What follows belongs to an exercise in optimizing a design on an open flow for small area, a short achievable clock period and few clock cycles per item; a production flow would make more cautious choices. Only simulation tests tie the RTL to the original design; equivalence was not proved.

[flow/run.sh]
#!/bin/bash
# synth_recipe.tcl (not shown) runs the flow's synth.tcl, then flattens the netlist and writes it again
# the make line also repeats each setting of config.mk as NAME=value (left out here)
make -C /OpenROAD-flow-scripts/flow DESIGN_CONFIG=/design/flow/config.mk WORK_HOME=/design/flow/orfs CLKGATE_MAP_FILE= SYNTH_SCRIPT=/design/flow/synth_recipe.tcl finish
[flow/config.mk]
export PLATFORM = sky130hd
export DESIGN_NAME = M_accelerator_wrapper
export DESIGN_NICKNAME = M_accelerator_wrapper
export VERILOG_FILES = /design/flow/design.v
export SDC_FILE = /design/flow/constraint.sdc
export NUM_CORES = 4
export LEC_CHECK = 0
export CAP_MARGIN = 20
export CORE_MARGIN = 2
export CORE_UTILIZATION = 40
export SLEW_MARGIN = 20
[flow/constraint.sdc]
create_clock -name core_clock -period 10.0 [get_ports {clk_i}]
set_input_delay 2.0000 -clock core_clock [delete_from_list [all_inputs] [get_ports {clk_i}]]
set_output_delay 2.0000 -clock core_clock [all_outputs]
set_load 0.01 [all_outputs]
[flow/design.v]
module M_accelerator_wrapper (
    input  wire        clk_i,
    input  wire        rst_i,
    input  wire [6:0]  opcode_i,
    input  wire [2:0]  funct3_i,
    input  wire [6:0]  funct7_i,
    input  wire [31:0] op_A_i,
    input  wire [31:0] op_B_i,
    output wire [31:0] result_o,
    output wire        stall_o,
    output wire        division_by_zero_o
);
    localparam ST_MUL  = 2'd0;
    localparam ST_PREP = 2'd1;
    localparam ST_STEP = 2'd2;
    localparam ST_FIX  = 2'd3;
    localparam OS_LO = 2'd0;
    localparam OS_HI = 2'd1;
    localparam OS_R  = 2'd2;
    function [5:0] bitlen;
        input [31:0] x;
        integer i;
        begin
            bitlen = 6'd0;
            for (i = 0; i < 32; i = i + 1)
                if (x[i]) bitlen = i + 1;
        end
    endfunction
    reg        busy_q;
    reg [1:0]  st_q;
    reg [3:0]  cnt_q;
    reg        first_q;
    reg        msgn_q;
    reg        frem_q;
    reg        fneg_q;
    reg        dbz_q;
    reg [1:0]  osel_q;
    reg [32:0] a_q;      
    reg [32:0] b_q;      
    reg [63:0] p_q;      
    wire       is_m   = (opcode_i == 7'b0110011) && (funct7_i == 7'b0000001);
    wire       is_mul = ~funct3_i[2];
    wire       s_a    = is_mul ? (funct3_i[1:0] != 2'b11) : ~funct3_i[0];
    wire       s_b    = is_mul ? ~funct3_i[1]             : ~funct3_i[0];
    wire       a_neg  = s_a & op_A_i[31];
    wire       b_neg  = s_b & op_B_i[31];
    wire [31:0] va    = op_A_i ^ {32{a_neg}};
    wire [31:0] vb    = op_B_i ^ {32{b_neg}};
    wire [5:0] bl_a   = bitlen(va);
    wire [5:0] bl_b   = bitlen(vb);
    wire       b_zero = (op_B_i == 32'd0);
    wire [5:0] bl_a_m1 = bl_a - 6'd1;
    wire [5:0] bl_b_m1 = bl_b - 6'd1;
    wire [1:0] dig_a  = s_a ? bl_a[4:3] : ((bl_a == 6'd0) ? 2'd0 : bl_a_m1[4:3]);
    wire [1:0] dig_b  = s_b ? bl_b[4:3] : ((bl_b == 6'd0) ? 2'd0 : bl_b_m1[4:3]);
    wire       swap   = dig_b > dig_a;
    wire [5:0] bl_a_ub = bl_a + {5'd0, a_neg};
    wire       early  = b_zero | (bl_a_ub < bl_b);
    wire       fixing = busy_q & (st_q == ST_FIX);
    wire [31:0] neg_src = fixing ? (frem_q ? a_q[31:0] : p_q[31:0]) : op_A_i;
    wire [31:0] neg_val = -neg_src;
    wire [31:0] abs_a   = a_neg ? neg_val : op_A_i;
    wire [31:0] abs_b   = b_neg ? -op_B_i : op_B_i;
    wire [7:0]  digit   = b_q[cnt_q[1:0]*8 +: 8];
    wire        dtop    = first_q & msgn_q & digit[7];
    wire signed [32:0] mcand = a_q;
    wire signed [8:0]  mdig  = {dtop, digit};
    wire signed [41:0] prod  = mcand * mdig;
    wire [63:0] p_mul   = {p_q[55:0], 8'd0} + {{22{prod[41]}}, prod};
    wire        lt      = a_q[31:0] < b_q[31:0];
    wire [4:0]  dsh     = bitlen(a_q[31:0]) - bitlen(b_q[31:0]);
    wire [4:0]  dsh1    = dsh | 5'd1;
    wire [32:0] b_align = {1'b0, b_q[31:0]} << dsh1;
    wire [33:0] t1 = {2'b00, a_q[31:0]} - {1'b0, b_q};
    wire        q1 = ~t1[33];
    wire [31:0] r1 = q1 ? t1[31:0] : a_q[31:0];
    wire [32:0] t2 = {1'b0, r1} - {1'b0, b_q[32:1]};
    wire        q2 = ~t2[32];
    wire [31:0] r2 = q2 ? t2[31:0] : r1;
    always @(posedge clk_i or posedge rst_i) begin
        if (rst_i) begin
            busy_q <= 1'b0;
        end else if (!busy_q) begin
            busy_q <= is_m & (is_mul | ~early);
        end else begin
            case (st_q)
                ST_MUL:  if (cnt_q[1:0] == 2'd0) busy_q <= 1'b0;
                ST_PREP: if (lt) busy_q <= 1'b0;
                ST_STEP: if (cnt_q == 4'd0 && !fneg_q) busy_q <= 1'b0;
                default: busy_q <= 1'b0;
            endcase
        end
    end
    always @(posedge clk_i) begin
        if (!busy_q) begin
            st_q    <= is_mul ? ST_MUL : ST_PREP;
            first_q <= 1'b1;
            frem_q  <= funct3_i[1];
            fneg_q  <= funct3_i[1] ? a_neg : (a_neg ^ b_neg);
            dbz_q   <= ~is_mul & b_zero;
            if (is_mul) begin
                osel_q <= (funct3_i[1:0] == 2'b00) ? OS_LO : OS_HI;
                a_q    <= swap ? {s_b & op_B_i[31], op_B_i} : {s_a & op_A_i[31], op_A_i};
                b_q    <= {1'b0, swap ? op_A_i : op_B_i};
                msgn_q <= swap ? s_a : s_b;
                cnt_q  <= {2'b00, swap ? dig_a : dig_b};
                p_q    <= 64'd0;
            end else begin
                osel_q <= funct3_i[1] ? OS_HI : OS_LO;
                a_q    <= {1'b0, abs_a};
                b_q    <= {1'b0, abs_b};
                p_q    <= {op_A_i, {32{b_zero}}};
            end
        end else begin
            case (st_q)
                ST_MUL: begin
                    first_q <= 1'b0;
                    cnt_q   <= cnt_q - 4'd1;
                    p_q     <= p_mul;
                end
                ST_PREP: begin
                    if (!lt) begin
                        st_q   <= ST_STEP;
                        b_q    <= b_align;
                        cnt_q  <= dsh1[4:1];
                        osel_q <= frem_q ? OS_R : OS_LO;
                    end
                end
                ST_STEP: begin
                    a_q          <= {1'b0, r2};
                    b_q          <= {2'b00, b_q[32:2]};
                    p_q[31:0]    <= {p_q[29:0], q1, q2};
                    cnt_q        <= cnt_q - 4'd1;
                    if (cnt_q == 4'd0) st_q <= ST_FIX;
                end
                default: begin
                    if (frem_q) a_q[31:0] <= neg_val;
                    else        p_q[31:0] <= neg_val;
                end
            endcase
        end
    end
    assign stall_o            = busy_q;
    assign division_by_zero_o = dbz_q;
    assign result_o           = (osel_q == OS_LO) ? p_q[31:0] :
                                (osel_q == OS_HI) ? p_q[63:32] : a_q[31:0];
endmodule
==> results.txt <==
## metrics by stage
| stage | instances | utilization |
|---|---|---|
| finish | 5001 | 0.441 |
| global route | 5000 | 0.441 |
| detailed placement | 4967 | 0.433 |
| global placement | 4966 | 0.433 |
| CTS | 4999 | 0.441 |
| floorplan | 3967 | - |
## layout make-up
| type | count | area (um^2) |
|---|---|---|
| Antenna cell | 1 | 2.50 |
| Clock buffer | 17 | 425 |
| Clock inverter | 15 | 146 |
| Fill cell | 7805 | 43300 |
| Inverter | 289 | 1080 |
| Multi-Input combinational cell | 3278 | 25000 |
| Sequential cell | 144 | 4310 |
| Tap cell | 1040 | 1300 |
| Timing Repair Buffer | 217 | 1940 |
## flip-flops by register name, summed over array words and instances, names as in the netlist
register,cells
st_q,2
p_q,64
a_q,33
fneg_q,1
msgn_q,1
b_q,33
first_q,1
osel_q,2
busy_q,1
dbz_q,1
cnt_q,4
frem_q,1
## layout by cell type, fill, tap and decap left out, types with 118 or more instances in the layout
master	Yosys	final
edfxtp_1	142	142
o21ai_0	287	283
nor2_1	245	243
ha_1	220	220
inv_1	287	287
a21oi_1	307	306
nand2_1	544	543
xnor2_1	131	130
and2_1	118	118
mux2i_1	160	160
fa_1	242	241
## path summary, 6_finish.rpt
kind	end	slack, ps	cells after the start
min in group asynchronous	busy_q$_DFF_PP0_	1640	2
max in group asynchronous	busy_q$_DFF_PP0_	8240	2
min	first_q$_SDFFE_PN1P_	490	2
max	p_q[62]$_DFFE_PP_	380	33
min reg2reg	first_q$_SDFFE_PN1P_	490	2
max reg2reg	p_q[62]$_DFFE_PP_	380	33
## logic make-up after synthesis
logic type | count (synthesis) | synth area share
adders and majority gates | 462 | 0.243
DFF | 144 | 0.138
xor gates and xnor gates | 217 | 0.0607
AOI/OAI and AO/OA | 1114 | 0.227
buffers and inverters | 545 | 0.0682
and+or+nand+nor | 1279 | 0.191
muxes | 206 | 0.0725
## layer usage
layer | part of all wire | wire, um | GRT usage
met1 | 0.42 | 54400 | 0.441
met2 | 0.41 | 53500 | 0.448
met3 | 0.10 | 13100 | 0.0594
met4 | 0.074 | 9640 | 0.198
met5 | 0 | 0 | 0
## worst max-delay path, delay by kind of cell (launching register included)
kind	cells	cell delay [ps]
multiplexers	2	740
AND/OR/NAND/NOR	6	1090
AO/OA/AOI/OAI	13	3080
adder cells (fa/ha/maj)	7	3010
flip-flops	1	540
XOR/XNOR	1	190
buffers and inverters	4	640
==> out/qor_table.md <==
| Step | Result | This run |
|:---|:---|:---|
| status | Outcome | no timing/DRC/antenna violations |
| floorplanning | Core Rows | 102 |
| yosys | Yosys warnings | 1 |
| cells and area | Proportion of layout cells with a drive suffix above 1 | 0.0667 |
| cells and area | Post-route standard cell area excluding fillers | 34200 um^2 |
| worst setup path | Cell type of the slowest stage on the worst timing path | mux4_2 |
| cells and area | Nets | 4492 |
| floorplanning | Initial core utilization | 0.404 |
| hold path | Startpoint of the worst hold path | first_q$_SDFFE_PN1P_ |
| floorplanning | Die X-Extent | 284 um |
| global route | GR Overflow Total | 0 |
| timing | Smallest hold slack | 493 ps |
| placement | Placed Area | 33600 um^2 |
| clock network | H-tree Lvls | 4 |
| floorplanning | Die H | 284 um |
| worst setup path | Setup CP Type | register to register |
| clock network | Clock transition at the register clock pins on the worst setup and hold paths after CTS | 70 ps |
| global route | Via count of the first global-routing pass | 28900 |
| routing | Post-route DRC | 0 |
| global route | First-pass GRT wire length | 192 mm |
| global route | Pin count of the biggest net entering global routing | 66 |
| timing | Max-slew headroom | 0.215 |
| timing | Actual transition at the worst max-transition pin | 1160 ps |
| yosys | Most frequently used cell type in the post-synthesis netlist | nand2_1 |
| clock network | Worst-case clock buffer depth | 2 |
| floorplanning | Ports placed on the boundary | 117 |
| worst setup path | Signal arrival time at the worst endpoint | 9840 ps |
| floorplanning | Area of the placeable core | 77500 um^2 |
| clock network | Post-CTS setup-driven buffer insertion count | 0 |
| clock network | CTS tree | built |
| clock network | Clock latency on the worst-skew pair | 500 ps |
| worst setup path | Nature of the critical path startpoint | register |
| placement | Routability Congestion | 1.00 |
| yosys | EDFF count, synth | 142 |
| timing | Highest clock frequency the design can meet | 0.104 GHz |
| yosys | Most instantiated flip-flop cell in the synthesis netlist | edfxtp_1 |
| timing | Final number of setup-violating endpoints | 0 |
| global route | Antenna violations before repair | 0 |
| yosys | Synthesized flop and latch total | 144 |
| clock network | Count of hold buffers inserted by post-cts repair | 0 |
| clock network | Number of instances resized during post-cts repair | 0 |
| yosys | Synth cell types | 102 |
| placement | Number of input and output port buffers inserted | 116 |
| worst setup path | Crit path launch | cnt_q[1]$_DFFE_PP_ |
| yosys | FFs w/ async S/R, synth | 0.00694 |
| yosys | Commonest cells in the synthesized netlist | nand2_1 (544), a21oi_1 (307), inv_1 (287), o21ai_0 (287), nor2_1 (245) |
| global route | Total Routing Usage GR | 0.316 |
| yosys | Synthesized instance count | 3967 |
| hold path | Type of the worst min-delay path | register to register |
| timing | Setup repair after global routing missed its margin | false |
| routing | Routed vias | 31100 |
| worst setup path | Worst path required time | 10220 ps |
| timing | Final max-slew violation count | 0 |
| worst setup path | Critical-path maximum fanout | 14 |
| clock network | Master cell of the clock root buffer | clkbuf_16 |
| yosys | Share of the synthesized area in the top cell type | 0.155 |
| placement | Pre-CTS worst setup slack | 415 ps |
| worst setup path | Worst path most repeated cell | fa_1 |
| worst setup path | Critical path endpoint category | register |
| run | Number of maximum-capacitance constraint violations | 0 |
| cells and area | Area overhead of the layout relative to synthesis | 9.23% |
| routing | Drt total wl | 131 mm |
| timing | Final total negative setup slack | 0 ps |
| worst setup path | Reg-to-Reg Start | cnt_q[1]$_DFFE_PP_ |
| routing | Violation count after the first detailed-route iteration | 3754 |
| timing | Number of hold violations in the final report | 0 |
| yosys | Library cell occupying the most area in the post-synthesis netlist | fa_1 |
| timing | Clock period minus final worst setup slack | 9620 ps |
| timing | Final critical-path setup slack | 381 ps |
| timing | Worst clock skew on the final layout | 10.3 ps |
| yosys | Part of the Yosys area used for sequential elements | 0.138 |
| yosys | Avg Cell Area, Syn | 7.89 um^2 |
| yosys | Summed instance area of the synthesized netlist | 31300 um^2 |
| floorplanning | Overall die area | 80500 um^2 |
| routing | Remaining antenna violation count | 0 |
| yosys | Dominant cells by area after synthesis | fa_1 (15%), edfxtp_1 (14%), ha_1 (8.8%) |
| worst setup path | Maximum single-stage delay on the critical path | 590 ps |
| clock network | Number of buffers inserted during clock tree synthesis | 17 |
| placement | Detailed Place HPWL | 103 mm |
| routing | Via/cell ratio | 6.22 |
| routing | Routed length per placed instance | 26.1 um |
| yosys | Synthesized Nets | 4512 |
| clock network | Sink count of the clock tree | 144 |
| routing | First-pass iteration count of the detailed router | 6 |
| timing | Final worst path period share | 0.962 |
Testbench counts, summed over its fixed seeds: cycles 11,772, ops 3,200.

[static timing again, ports no longer ideal]
Ports are ideal in the flow. The routed layout listed here was re-timed in OpenROAD. Step 1 (the two cells are an assumption about what drives the block):
set clk [get_ports {clk_i}]
set_driving_cell -lib_cell sky130_fd_sc_hd__clkbuf_16 $clk
set_driving_cell -lib_cell sky130_fd_sc_hd__buf_2 [delete_from_list [all_inputs] $clk]
Step 2 moves the port delays by t, midway between the first and last clock arrival at a register: inputs arrive t later, outputs are due t later. That takes back most of the time a late clock gives input paths. a / b / c = no drivers / after step 1 / after step 2; a / b = the first two.
shift t [ns]: 0.556
slack for setup (ns): 0.381 / 0.381 / 0.381
worst setup path after step 2: register to register
After both steps this run still meets setup and hold. The setup slack of this run moves by 0.000 ns with the drivers and by 0.000 ns with both steps.
